This design comes from an exercise in tuning for small area on the open sky130 flow, not from production work. Where RTL was checked, it was by simulation tests only, not by an equivalence proof against the original. Power is estimated from default activity; no workload was simulated.

## cordic
module cordic (
    input clock,
    input reset,
    output signed [12:0] sine,
    output signed [12:0] cosine
);
Size in the first run: roughly 74 flip-flops, ~8100 um2 of cells after synthesis.
clock: 5.0 ns
lec_check: 0
abc_area: 1
cap_margin: 20
core_margin: 2
core_utilization: 40
cts_buf_list: sky130_fd_sc_hd__clkbuf_8
gpl_timing_driven: 0
place_density: 0.8
slew_margin: 20
run.sh (not shown) runs the stock make flow with config.mk's settings and CLKGATE_MAP_FILE= SYNTH_SCRIPT=/design/flow/synth_recipe.tcl, a recipe that flattens the netlist after the stock synthesis.
Next try:
--- a/flow/design.v
+++ b/flow/design.v
@@ -492,34 +492,34 @@
             | ({12{ts == 6'd50}} & 12'h7c0)
             | ({12{ts == 6'd51}} & 12'h7ce)
             | ({12{ts == 6'd52}} & 12'h7dc)
             | ({12{ts == 6'd53}} & 12'h7e6)
             | ({12{ts == 6'd54}} & 12'h7ee)
             | ({12{ts == 6'd55}} & 12'h7f4)
             | ({12{ts == 6'd56}} & 12'h7fb)
             | ({12{ts == 6'd57}} & 12'h7fd)
             | ({12{ts == 6'd58}} & 12'h7fd);
-    logic [10:0] x8, y8;
-    addsmall #(.W(11), .K(5)) ux8 (.a(11'(x7)), .b(5'(y7 >>> 7)), .sub(dirs_a[3]), .s(x8));
-    addsmall #(.W(11), .K(5)) uy8 (.a(11'(y7)), .b(5'(x7 >>> 7)), .sub(~dirs_a[3]), .s(y8));
+    logic signed [11:0] x8, y8;
+    addfast2 #(.W(12), .K(5)) ux8 (.a(12'(x7)), .b(5'(y7 >>> 7)), .sub(dirs_a[3]), .s(x8));
+    addfast2 #(.W(12), .K(5)) uy8 (.a(12'(y7)), .b(5'(x7 >>> 7)), .sub(~dirs_a[3]), .s(y8));
     logic [9:0] dirs_r1;
     logic [1:0] q_r1;
-    logic [10:0] x_r1;
-    logic [10:0] y_r1;
+    logic signed [11:0] x_r1;
+    logic signed [11:0] y_r1;
     always_ff @(posedge clock) begin
         dirs_r1 <= dirs_a;
         q_r1 <= q;
         x_r1 <= x8;
         y_r1 <= y8;
     end
     logic [10:0] x9, y9;
-    addfast2 #(.W(11), .K(4)) ux9 (.a(11'(x_r1)), .b(4'(y_r1 >> 8)), .sub(dirs_r1[2]), .s(x9));
-    addfast2 #(.W(11), .K(4)) uy9 (.a(11'(y_r1)), .b(4'(x_r1 >> 8)), .sub(~dirs_r1[2]), .s(y9));
+    addfast2 #(.W(11), .K(4)) ux9 (.a(11'(x_r1)), .b(4'(y_r1 >>> 8)), .sub(dirs_r1[2]), .s(x9));
+    addfast2 #(.W(11), .K(4)) uy9 (.a(11'(y_r1)), .b(4'(x_r1 >>> 8)), .sub(~dirs_r1[2]), .s(y9));
     logic [10:0] x10, y10;
     addfast2 #(.W(11), .K(3)) ux10 (.a(11'(x9)), .b(3'(y9 >> 9)), .sub(dirs_r1[1]), .s(x10));
     addfast2 #(.W(11), .K(3)) uy10 (.a(11'(y9)), .b(3'(x9 >> 9)), .sub(~dirs_r1[1]), .s(y10));
     logic [9:0] dirs_r2;
     logic [1:0] q_r2;
     logic [10:0] x_r2;
     logic [10:0] y_r2;
     always_ff @(posedge clock) begin
         dirs_r2 <= dirs_r1;
Effect:
- final cell count came out higher by 8.1%
- maximum frequency came out higher by 3.7%
- final area came out higher by 2.8%
- die area came out higher by 5.5%
- worst hold slack got worse by 8.0 ps
- non-clock buffer count does not change
- sequential share of layout area barely changes
- setup slack improved by 180 ps
- clock power came out lower by 24%
- flip-flop and latch count came out higher by 2
- global-route usage came out lower by 0.12 points
- routed wire length came out higher by 0.88%
- utilization came out lower by 0.89 points
- power came out lower by 13%
For the first run of this note, only the layout was checked, not whether the RTL still works.

---

== main ==
Another version of the RTL of cordic (not shown whole).
Size in the first run: ~1100 cells after synthesis, about 78 flip-flops, roughly 28 I/O pins, ~8300 sq um of cells after synthesis.
==> module cordic, before the edit <==
module cordic (
    input clock,
    input reset,
    output signed [12:0] sine,
    output signed [12:0] cosine
);
    logic [3:0] code;
    logic [7:0] w;
    logic [1:0] q;
    phase_controller pc (.clock(clock), .reset(reset), .code(code), .w(w), .quadrant(q));
    wire [9:0] dirs_a = {code, ~w[7], w[6:2]};
    logic signed [11:0] x6, y6;
    wire [4:0] ts = dirs_a[9:5];
    assign x6 = ({12{ts == 5'd2}} & 12'h7fc)
            | ({12{ts == 5'd3}} & 12'h7fc)
            | ({12{ts == 5'd4}} & 12'h7f1)
            | ({12{ts == 5'd5}} & 12'h7e1)
            | ({12{ts == 5'd6}} & 12'h7c7)
            | ({12{ts == 5'd7}} & 12'h7a7)
            | ({12{ts == 5'd8}} & 12'h782)
            | ({12{ts == 5'd9}} & 12'h754)
            | ({12{ts == 5'd10}} & 12'h71d)
            | ({12{ts == 5'd11}} & 12'h6e1)
            | ({12{ts == 5'd12}} & 12'h69b)
            | ({12{ts == 5'd13}} & 12'h651)
            | ({12{ts == 5'd14}} & 12'h5ff)
            | ({12{ts == 5'd15}} & 12'h5a9)
            | ({12{ts == 5'd16}} & 12'h5a5)
            | ({12{ts == 5'd17}} & 12'h549)
            | ({12{ts == 5'd18}} & 12'h4e6)
            | ({12{ts == 5'd19}} & 12'h480)
            | ({12{ts == 5'd20}} & 12'h415)
            | ({12{ts == 5'd21}} & 12'h3a7)
            | ({12{ts == 5'd22}} & 12'h333)
            | ({12{ts == 5'd23}} & 12'h2bd)
            | ({12{ts == 5'd24}} & 12'h252)
            | ({12{ts == 5'd25}} & 12'h1d8)
            | ({12{ts == 5'd26}} & 12'h15a)
            | ({12{ts == 5'd27}} & 12'hdc)
            | ({12{ts == 5'd28}} & 12'h5e)
            | ({12{ts == 5'd29}} & 12'hfe0);
    assign y6 = ({12{ts == 5'd2}} & 12'hfe0)
            | ({12{ts == 5'd3}} & 12'h5e)
            | ({12{ts == 5'd4}} & 12'hdc)
            | ({12{ts == 5'd5}} & 12'h15a)
            | ({12{ts == 5'd6}} & 12'h1d8)
            | ({12{ts == 5'd7}} & 12'h252)
            | ({12{ts == 5'd8}} & 12'h2bd)
            | ({12{ts == 5'd9}} & 12'h333)
            | ({12{ts == 5'd10}} & 12'h3a7)
            | ({12{ts == 5'd11}} & 12'h415)
            | ({12{ts == 5'd12}} & 12'h480)
            | ({12{ts == 5'd13}} & 12'h4e6)
            | ({12{ts == 5'd14}} & 12'h549)
            | ({12{ts == 5'd15}} & 12'h5a5)
            | ({12{ts == 5'd16}} & 12'h5a9)
            | ({12{ts == 5'd17}} & 12'h5ff)
            | ({12{ts == 5'd18}} & 12'h651)
            | ({12{ts == 5'd19}} & 12'h69b)
            | ({12{ts == 5'd20}} & 12'h6e1)
            | ({12{ts == 5'd21}} & 12'h71d)
            | ({12{ts == 5'd22}} & 12'h754)
            | ({12{ts == 5'd23}} & 12'h782)
            | ({12{ts == 5'd24}} & 12'h7a7)
            | ({12{ts == 5'd25}} & 12'h7c7)
            | ({12{ts == 5'd26}} & 12'h7e1)
            | ({12{ts == 5'd27}} & 12'h7f1)
            | ({12{ts == 5'd28}} & 12'h7fc)
            | ({12{ts == 5'd29}} & 12'h7fc);
    logic signed [11:0] x7, y7;
    addsmall #(.W(12), .K(6)) ux7 (.a(12'(x6)), .b(6'(y6 >>> 6)), .sub(dirs_a[4]), .s(x7));
    addsmall #(.W(12), .K(6)) uy7 (.a(12'(y6)), .b(6'(x6 >>> 6)), .sub(~dirs_a[4]), .s(y7));
    logic [9:0] dirs_r1;
    logic [1:0] q_r1;
    logic signed [11:0] x_r1;
    logic signed [11:0] y_r1;
    always_ff @(posedge clock) begin
        dirs_r1 <= dirs_a;
        q_r1 <= q;
        x_r1 <= x7;
        y_r1 <= y7;
    end
    logic signed [11:0] x8, y8;
    addsmall #(.W(12), .K(5)) ux8 (.a(12'(x_r1)), .b(5'(y_r1 >>> 7)), .sub(dirs_r1[3]), .s(x8));
    addsmall #(.W(12), .K(5)) uy8 (.a(12'(y_r1)), .b(5'(x_r1 >>> 7)), .sub(~dirs_r1[3]), .s(y8));
    logic [10:0] x9, y9;
    addfast2 #(.W(11), .K(4)) ux9 (.a(11'(x8)), .b(4'(y8 >>> 8)), .sub(dirs_r1[2]), .s(x9));
    addfast2 #(.W(11), .K(4)) uy9 (.a(11'(y8)), .b(4'(x8 >>> 8)), .sub(~dirs_r1[2]), .s(y9));
    logic [9:0] dirs_r2;
    logic [1:0] q_r2;
    logic [10:0] x_r2;
    logic [10:0] y_r2;
    always_ff @(posedge clock) begin
        dirs_r2 <= dirs_r1;
        q_r2 <= q_r1;
        x_r2 <= x9;
        y_r2 <= y9;
    end
    logic [10:0] x10, y10;
    addfast2 #(.W(11), .K(3)) ux10 (.a(11'(x_r2)), .b(3'(y_r2 >> 9)), .sub(dirs_r2[1]), .s(x10));
    addfast2 #(.W(11), .K(3)) uy10 (.a(11'(y_r2)), .b(3'(x_r2 >> 9)), .sub(~dirs_r2[1]), .s(y10));
    wire mx = q_r2[0] ^ q_r2[1];
    wire my = q_r2[1];
    wire bx = y10[10];
    wire by = x10[10];
    logic signed [2:0] ax, ay;
    assign ax = mx ? (dirs_r2[0] ? 3'd1 + {2'b00, bx} : 3'd1 - {2'b00, bx}) : (dirs_r2[0] ? 3'd0 - {2'b00, bx} : {2'b00, bx});
    assign ay = my ? (dirs_r2[0] ? 3'd1 - {2'b00, by} : 3'd1 + {2'b00, by}) : (dirs_r2[0] ? {2'b00, by} : 3'd0 - {2'b00, by});
    logic [10:0] rx, ry;
    addfast2 #(.W(11), .K(3)) ux11 (.a(x10 ^ {11{mx}}), .b(ax), .sub(1'b0), .s(rx));
    addfast2 #(.W(11), .K(3)) uy11 (.a(y10 ^ {11{my}}), .b(ay), .sub(1'b0), .s(ry));
    assign cosine = {1'b0, ~mx, rx};
    assign sine = {1'b0, ~my, ry};
endmodule
Settings: LEC_CHECK=0, CAP_MARGIN=20, CORE_MARGIN=2, CORE_UTILIZATION=40, PLACE_DENSITY=0.6, SLEW_MARGIN=20; clock period 5.0 ns.
main: flow completed, timing, DRC and antenna clean
Edits applied to the flow inputs when going from main to the feature branch:
--- a/flow/design.v
+++ b/flow/design.v
@@ -382,10 +382,10 @@
             | ({12{ts == 5'd27}} & 12'h7f1)
             | ({12{ts == 5'd28}} & 12'h7fc)
             | ({12{ts == 5'd29}} & 12'h7fc);
     logic signed [11:0] x7, y7;
-    addsmall #(.W(12), .K(6)) ux7 (.a(12'(x6)), .b(6'(y6 >>> 6)), .sub(dirs_a[4]), .s(x7));
-    addsmall #(.W(12), .K(6)) uy7 (.a(12'(y6)), .b(6'(x6 >>> 6)), .sub(~dirs_a[4]), .s(y7));
+    addfast2 #(.W(12), .K(6)) ux7 (.a(12'(x6)), .b(6'(y6 >>> 6)), .sub(dirs_a[4]), .s(x7));
+    addfast2 #(.W(12), .K(6)) uy7 (.a(12'(y6)), .b(6'(x6 >>> 6)), .sub(~dirs_a[4]), .s(y7));
     logic [9:0] dirs_r1;
     logic [1:0] q_r1;
     logic signed [11:0] x_r1;
     logic signed [11:0] y_r1;
@@ -395,10 +395,10 @@
         x_r1 <= x7;
         y_r1 <= y7;
     end
     logic signed [11:0] x8, y8;
-    addsmall #(.W(12), .K(5)) ux8 (.a(12'(x_r1)), .b(5'(y_r1 >>> 7)), .sub(dirs_r1[3]), .s(x8));
-    addsmall #(.W(12), .K(5)) uy8 (.a(12'(y_r1)), .b(5'(x_r1 >>> 7)), .sub(~dirs_r1[3]), .s(y8));
+    addfast2 #(.W(12), .K(5)) ux8 (.a(12'(x_r1)), .b(5'(y_r1 >>> 7)), .sub(dirs_r1[3]), .s(x8));
+    addfast2 #(.W(12), .K(5)) uy8 (.a(12'(y_r1)), .b(5'(x_r1 >>> 7)), .sub(~dirs_r1[3]), .s(y8));
     logic [10:0] x9, y9;
     addfast2 #(.W(11), .K(4)) ux9 (.a(11'(x8)), .b(4'(y8 >>> 8)), .sub(dirs_r1[2]), .s(x9));
     addfast2 #(.W(11), .K(4)) uy9 (.a(11'(y8)), .b(4'(x8 >>> 8)), .sub(~dirs_r1[2]), .s(y9));
     logic [9:0] dirs_r2;
Results
Cmp the feature branch vs main: count of non-CTS buffers in the layout lower in the feature branch. When the feature branch is set beside main, its number of ordinary inverters in the final layout turns out to be 5 larger. Compared to main, the feature branch shows a wider setup margin. Of the feature branch and main, the lower minimum clock period after layout belongs to the feature branch. The feature branch — post-detailed-route wirelength per cell 0.97% higher, main as reference. In the feature branch, the global-route usage came out 0.25 points below the value in main. The most common cell after layout, fill and taps aside comes out sky130_fd_sc_hd__xnor2_1 in one run and sky130_fd_sc_hd__buf_4 in the other, namely in the feature branch and main respectively. Summary of the feature branch over main: mux contribution to synthesized area now sits at about the same level; number of rows in the core area shows an increase of about 4%; starting density of the core has decreased; mean instance size in the synthesized netlist held; total routed wirelength shows an increase of about 1%. From main to the feature branch the numbers moved as follows: post-synthesis cell area increased 460 sq um; global-route met1 utilization decreased 0.79 points.
No run of this note included a check of the RTL's function; only the layout flow was run.

==> afterwards: timing with drivers on the ports <==
The results above use ideal ports. As a check the final layouts listed here were re-extracted and re-timed, cells and wires unchanged.
Step 1 sets driving cells, clkbuf_16 on the clock port and buf_2 on the other inputs (assumed; they add their load-dependent delay and slew).
Step 2 moves the port delays by t, midway between the first and last clock arrival at a register: inputs arrive t later, outputs are due t later. That takes back most of the time a late clock gives input paths.
Three values: no drivers, after step 1, after step 2; two values: the first two.
| run | t (ns) | setup WS [ns] | worst hold slack (ns) | clock arrival spread, ns | slew at the worst register clock pin (ns) |
|---|---|---|---|---|---|
| the first run of note 1 | 0.391 | 0.138 / 0.138 / 0.138 | 0.337 / 0.337 / 0.337 | 0.022 / 0.022 | 0.09 / 0.09 |
| the second run of note 1 | 0.385 | 0.313 / 0.274 / 0.483 | 0.329 / 0.329 / 0.329 | 0.019 / 0.018 | 0.08 / 0.08 |
| main | 0.368 | 0.094 / 0.055 / 0.258 | 0.325 / 0.325 / 0.325 | 0.014 / 0.013 | 0.07 / 0.07 |
| the feature branch | 0.374 | 0.185 / 0.149 / 0.375 | 0.326 / 0.326 / 0.326 | 0.008 / 0.008 | 0.06 / 0.06 |
After both steps every run listed still meets setup and hold.
